Context: an optimization exercise on an open-source flow, tuned for small area, a short achievable clock period and few clock cycles. The choices shown serve that exercise and are no tape-out recipe. For this run, only the layout was checked, not whether the RTL still works. No activity file was given, so power comes from the tool's default toggle rates.

==> design/flow/design.v <==
`timescale 1ns/10ps
module  SOBEL(clk,reset,busy,ready,iaddr,idata,cdata_rd,cdata_wr,caddr_rd,caddr_wr,cwr,crd,csel	);
input				clk;
input				reset;
output	reg 		busy;
input				ready;
output 	reg [16:0]		iaddr;
input  	[7:0]		idata;
input	[7:0]		cdata_rd;
output	reg [7:0]		cdata_wr;
output 	[15:0]		caddr_rd;
output 	reg [15:0]	caddr_wr;
output	reg         cwr;
output              crd;
output 	reg [1:0]	csel;
function [11:0] add;
    input [11:0] a;
    input [11:0] b;
    input        ci;
    integer i, j;
    reg [11:0] p, g, x;
    begin
        x = a ^ b;
        p = x;
        g = a & b;
        g[0] = g[0] | (p[0] & ci);
        for (i = 1; i <= 4; i = i + 1)
            for (j = 2**i - 1; j < 12; j = j + 2**i) begin
                g[j] = g[j] | (p[j] & g[j - 2**(i-1)]);
                p[j] = p[j] & p[j - 2**(i-1)];
            end
        for (i = 4; i > 0; i = i - 1)
            for (j = 2**i + 2**(i-1) - 1; j < 12; j = j + 2**i) begin
                g[j] = g[j] | (p[j] & g[j - 2**(i-1)]);
                p[j] = p[j] & p[j - 2**(i-1)];
            end
        add = x ^ {g[10:0], ci};
    end
endfunction
assign caddr_rd = 16'd0;
assign crd = 1'b0;
wire rmid = csel == 2'd3;
wire rbot = csel == 2'd1;
wire top  = csel == 2'd3;
reg ptop;        
reg pbot;        
reg vnext;       
reg started;     
wire rowend = caddr_wr[7:0] == 8'd254;    
wire done   = top & cwr & (&caddr_wr);
reg [8:0]  idr;   
reg [9:0]  N;     
reg [9:0]  S1;    
reg [9:0]  S2;    
reg [8:0]  K;     
reg [8:0]  D1;    
reg [10:0] G2;    
reg [7:0]  ybuf;
wire [8:0]  d0  = ~K;                                    
wire [11:0] nsum = add({2'd0, ptop ? 10'd0 : N}, {3'd0, idr}, 1'b0);
wire [11:0] ksum = add({3'd0, K}, {3'd0, idr}, 1'b0);
wire [11:0] gx   = add({2'd0, S2}, ~{2'd0, N}, 1'b1);    
wire [11:0] gy   = add({1'b0, G2}, {3'd0, d0[8], d0[8], d0}, 1'b0);
wire [11:0] g2n  = add({3'd0, D1[8], D1[8], D1}, {2'd0, d0[8], d0, 1'b0}, 1'b0);
wire [11:0] csum = add({4'd0, cdata_wr}, {4'd0, ybuf}, 1'b1);
wire [7:0] xc = gx[10] ? 8'd0 : (|gx[9:8]) ? 8'hff : gx[7:0];
wire [7:0] yc = gy[10] ? 8'd0 : (|gy[9:8]) ? 8'hff : gy[7:0];
always @(posedge clk) begin
    idr <= rmid ? {idata, 1'b0} : {1'b0, idata};
    N <= nsum[9:0];
    if (ptop) begin
        S1 <= N;
        S2 <= S1;
        D1 <= d0;
        G2 <= g2n[10:0];
        K  <= ~idr;
    end else if (pbot) begin
        K  <= ksum[8:0];
    end
    cdata_wr <= ptop ? xc : ybuf;
    ybuf     <= ptop ? yc : csum[8:1];
end
always @(posedge clk or posedge reset) begin
    if (reset) begin
        busy     <= 1'b0;
        csel     <= 2'd0;
        ptop     <= 1'b0;
        pbot     <= 1'b0;
        iaddr    <= 17'd0;
        caddr_wr <= 16'd0;
        cwr      <= 1'b0;
        vnext    <= 1'b0;
        started  <= 1'b0;
    end else if (busy) begin
        csel  <= done ? 2'd0 : {~csel[1] | ~csel[0], csel[1]};
        ptop  <= csel == 2'd2;
        pbot  <= csel == 2'd1;
        iaddr <= rbot ? iaddr + 17'h1FDFD + {16'd0, rowend} : iaddr + 17'd258;
        if (top) begin
            cwr      <= vnext & ~done;
            vnext    <= ~rowend & started;
            started  <= started | iaddr[0];
            if (cwr) caddr_wr <= caddr_wr + 16'd1;
            if (done) busy <= 1'b0;
        end
    end else if (ready & ~started) begin
        busy <= 1'b1;
        csel <= 2'd2;
    end
end
endmodule
==> design/flow/flow/run.sh <==
#!/bin/bash
# The standard layout, with plain buffers (instead of delay cells) on the
# input and output ports. Each tool's output goes to its own log here.
set -euo pipefail
export BUFFER_PORTS_ARGS="-buffer_cell sky130_fd_sc_hd__buf_2"
bash standard.sh > standard.log 2>&1
==> design/flow/standard.sh <==
#!/bin/bash
# synth_recipe.tcl (not shown) runs the flow's synth.tcl, then flattens the netlist and writes it again
# the make line also repeats each setting of config.mk as NAME=value (left out here)
make -C /OpenROAD-flow-scripts/flow DESIGN_CONFIG=/design/flow/config.mk WORK_HOME=/design/flow/orfs CLKGATE_MAP_FILE= SYNTH_SCRIPT=/design/flow/synth_recipe.tcl "${@:-finish}"
==> design/flow/config.mk <==
export PLATFORM = sky130hd
export DESIGN_NAME = SOBEL
export DESIGN_NICKNAME = SOBEL
export VERILOG_FILES = /design/flow/design.v
export SDC_FILE = /design/flow/constraint.sdc
export NUM_CORES = 4
export LEC_CHECK = 0
export CAP_MARGIN = 20
export CORE_MARGIN = 2
export CORE_UTILIZATION = 40
export CTS_BUF_LIST = sky130_fd_sc_hd__clkbuf_8
export CTS_CLUSTER_SIZE = 30
export SETUP_SLACK_MARGIN = 2.2
export SLEW_MARGIN = 20
==> design/flow/constraint.sdc <==
create_clock -name core_clock -period 5.0 [get_ports {clk}]
set_input_delay 1.0000 -clock core_clock [delete_from_list [all_inputs] [get_ports {clk}]]
set_output_delay 1.0000 -clock core_clock [all_outputs]
set_load 0.01 [all_outputs]
==> flow_metrics.tcl <==
set metrics [dict create \
    worstHoldPathType "reg2reg" \
    skew_ns 0.008511 \
    relSlewSlack_pct 53.25 \
    die-area_um2 18420 \
    yosysSeqAreaShare_pct 46.09 \
    power_per_cell_area_nw_per_um2 354.3 \
    finalSetupViolations 0 \
    final.setup.tns_ns 0 \
    utilization_pct 47.05 \
    numClockSinks 125 \
    cp.required_ns 5.30 \
    critical_path_class "reg2reg" \
    netlist_instances 637 \
    period_minus_slack_ns 2.818 \
    regToRegStartpoint "K[0]" \
    start_util_pct 40.54 \
    diodes 0 \
    antenna_left 0 \
    drt_iter0_drc 188 \
    drc 0 \
    status "timing/DRC/antenna clean" \
    synth-seq-cells 125 \
    hold_start "S1[3]" \
    cts_buffer_depth 2 \
    cap_violations 0 \
    worstMarginPinSlew_ns 0.7012 \
    synth_top_flop_cell "edfxtp_1" \
    synth-async-reset-ratio_pct 32.80 \
    hold_violations 0 \
    hpwlAfterDp_mm 10.08 \
    synth_top_cell_by_area "edfxtp_1" \
    cts_root_buffer "clkbuf_8" \
    rrSetupSlack_ns 2.18 \
    ios 81 \
    synth_area_leaders "edfxtp_1 (21%), dfrtp_1 (15%), dfxtp_1 (10%)" \
    grt_overflow 0 \
    ys_warn_count 1 \
    die_x_um 135.7 \
    p_leak_nw 3.569 \
    rr_worst_depth 12 \
    area_growth_pct 16.07 \
    drive_gt1_share_pct 22.13 \
    worstSetupStartpointType "flop" \
    stdcell_count 939 \
    cp.arrival_ns 3.12 \
    gp_congestion 0.7660 \
    port_buffers 55 \
    grt_pass1_wl_mm 23.48 \
    dp_slack_ns 1.909 \
    clock.fmax_mhz 354.9 \
    ir_drop_mv 0.2003 \
    grt_usage_pct 16.33 \
    dp.cells 903 \
    wirelength_mm 14.03 \
    synth_area_um2 6939 \
    rsz0062_at_grt "true" \
    die_h_um 135.7 \
    crit_fanout 8 \
    drt-pass1-iter-count 4 \
    grt_max_degree 42 \
    r2r_end "ybuf[2]" \
    grt_pass1_vias 4892 \
    holdPathStages 0 \
    coreArea_um2 17120 \
    nets 800 \
    synth_cell_types 58 \
    cts_buffers 17 \
    routedWlPerCell_um 14.94 \
    viasPerCell 5.039 \
    worst_slack_ns 2.182 \
    syn_avg_cell_area_um2 10.89 \
    finalMaxSlewViolations 0 \
    via_count 4732 \
    cp-end-kind "flop" \
    cts_tree "built" \
    antenna_found_initial 0 \
    rows 48 \
    cts-htree-levels 4 \
    finalCritPeriodShare_pct 56.36 \
    hold_path_end "S2[3]" \
    power_mw 2.853 \
    hold_buffers 0 \
    clk_pin_slew_ns 0.07 \
    clkLatencyLatePin_ns 0.44 \
    synth_top_area_share_pct 21.20 \
    synth-edff-count 49 \
]
timing repair:
action,4_1_cts,5_1_grt
buffers inserted,2,2
endpoints found under the setup margin,21,21
pin swaps,8,8
gates resized for setup,20,24
worst max-delay path, stage by stage, from the launching register on:
cell,delay [ns]
edfxtp_1,0.42
inv_2,0.11
ha_4,0.13
inv_2,0.03
fa_2,0.35
nor2b_2,0.16
o2111ai_2,0.13
and2_4,0.17
o21ai_2,0.12
fa_1,0.42
or3_4,0.42
o22ai_2,0.16
nor2_1,0.05
logic make-up (layout without fill, tap and decap cells):
kind of cell / count (synthesis) / in the layout / synth area share [%]
adder cells (fa/ha/maj): 80 / 80 / 17.35
XOR/XNOR: 52 / 52 / 6.563
other: 1 / 17 / 0.05404
flip-flops: 125 / 125 / 46.09
buffers and inverters: 91 / 152 / 5.950
AO/OA/AOI/OAI: 119 / 119 / 11.13
multiplexers: 10 / 10 / 1.569
AND/OR/NAND/NOR: 159 / 159 / 11.31
worst max path at each step:
stage / startpoint / end / slack (ns) / depth (start not counted)
finish: K[0] / ybuf[2] / 2.18 / 12
global route: K[0] / ybuf[2] / 2.08 / 12
CTS: K[0] / ybuf[7] / 2.08 / 12
detailed placement: K[0] / ybuf[7] / 1.91 / 12
global placement: K[0] / ybuf[2] / 1.99 / 12
floorplan: ptop / N[7] / 2.14 / 12
layer usage:
layer  vias up  share of wire, %  GRT usage (%)
li1       2313                 -              -
met1      2328                44          19.60
met2        80                51          28.37
met3        11               4.4          5.275
met4         0              0.88          4.167
met5         -                 0              0
state kept, by name, indices dropped and copies added (netlist names), 2 cells and up:
register / cells
N: 10
csel: 2
G2: 11
S2: 10
iaddr: 17
caddr_wr: 16
S1: 10
D1: 9
cdata_wr: 8
idr: 9
K: 9
ybuf: 8
power by group:
| part | leakage, nW | switching (mW) | internal [mW] |
|---|---|---|---|
| Combinational | 2.10 | 0.310 | 0.316 |
| Clock | 0.213 | 0.421 | 0.541 |
| Sequential | 1.26 | 0.0724 | 1.19 |
| Total | 3.57 | 0.803 | 2.05 |
cell type report:
cell class	instances	area, um2
clock buffer	17	234.0
clock inverter	15	197.7
fill	1571	9062
inverter	58	217.7
multi-input combinational	437	3580
sequential	125	3203
tap	225	281.5
timing repair buffer	62	340.3
synth_stat cells, types with 6 or more instances:
library cell,instances
nand2b_1,6
clkbuf_1,12
mux2_2,7
dfrtp_1,41
fa_1,27
xor2_1,24
inv_1,58
buf_4,17
xnor2_1,28
a21oi_1,26
nor3_1,14
dfxtp_1,35
edfxtp_1,49
nand3_1,18
o21ai_0,30
o22ai_1,18
a21o_1,14
ha_1,53
nand2_1,43
nor2b_1,8
nor2_1,35
layout by cell type, fill, tap and decap left out, types with 17 or more instances in the layout:
master,instances
a21oi_1,23
buf_2,55
clkbuf_8,17
conb_1,17
dfrtp_1,40
dfxtp_1,34
edfxtp_1,49
fa_1,22
ha_1,51
inv_1,53
nand2_1,43
nand3_1,18
nor2_1,35
o21ai_0,27
xnor2_1,28
xor2_1,24
per-stage QoR:
step           hold slack [ns]  instance area [um2]
6_report                0.4195                 8054
5_1_grt                 0.4355                 8054
4_1_cts                 0.4222                 7938
3_5_place_dp            0.4045                 7401
3_3_place_gp            0.4005                 7401
2_1_floorplan           0.4003                 7046

[re-timing with driven ports]
The results above use ideal ports. As a check the final layout listed here was re-extracted and re-timed, cells and wires unchanged.
Step 1 sets driving cells, clkbuf_16 on the clock port and buf_2 on the other inputs (assumed; they add their load-dependent delay and slew).
Step 2 moves the port delays by t, midway between the first and last clock arrival at a register: inputs arrive t later, outputs are due t later. That takes back most of the time a late clock gives input paths.
Slacks: ideal / step 1 / step 2; pairs: ideal / step 1.
shift t [ns]: 0.470
setup WS [ns]: 2.182 / 2.182 / 2.182
worst setup path after step 2: register to register
After both steps this run still meets setup and hold. The setup slack of this run moves by 0.000 ns with the drivers and by 0.000 ns with both steps.
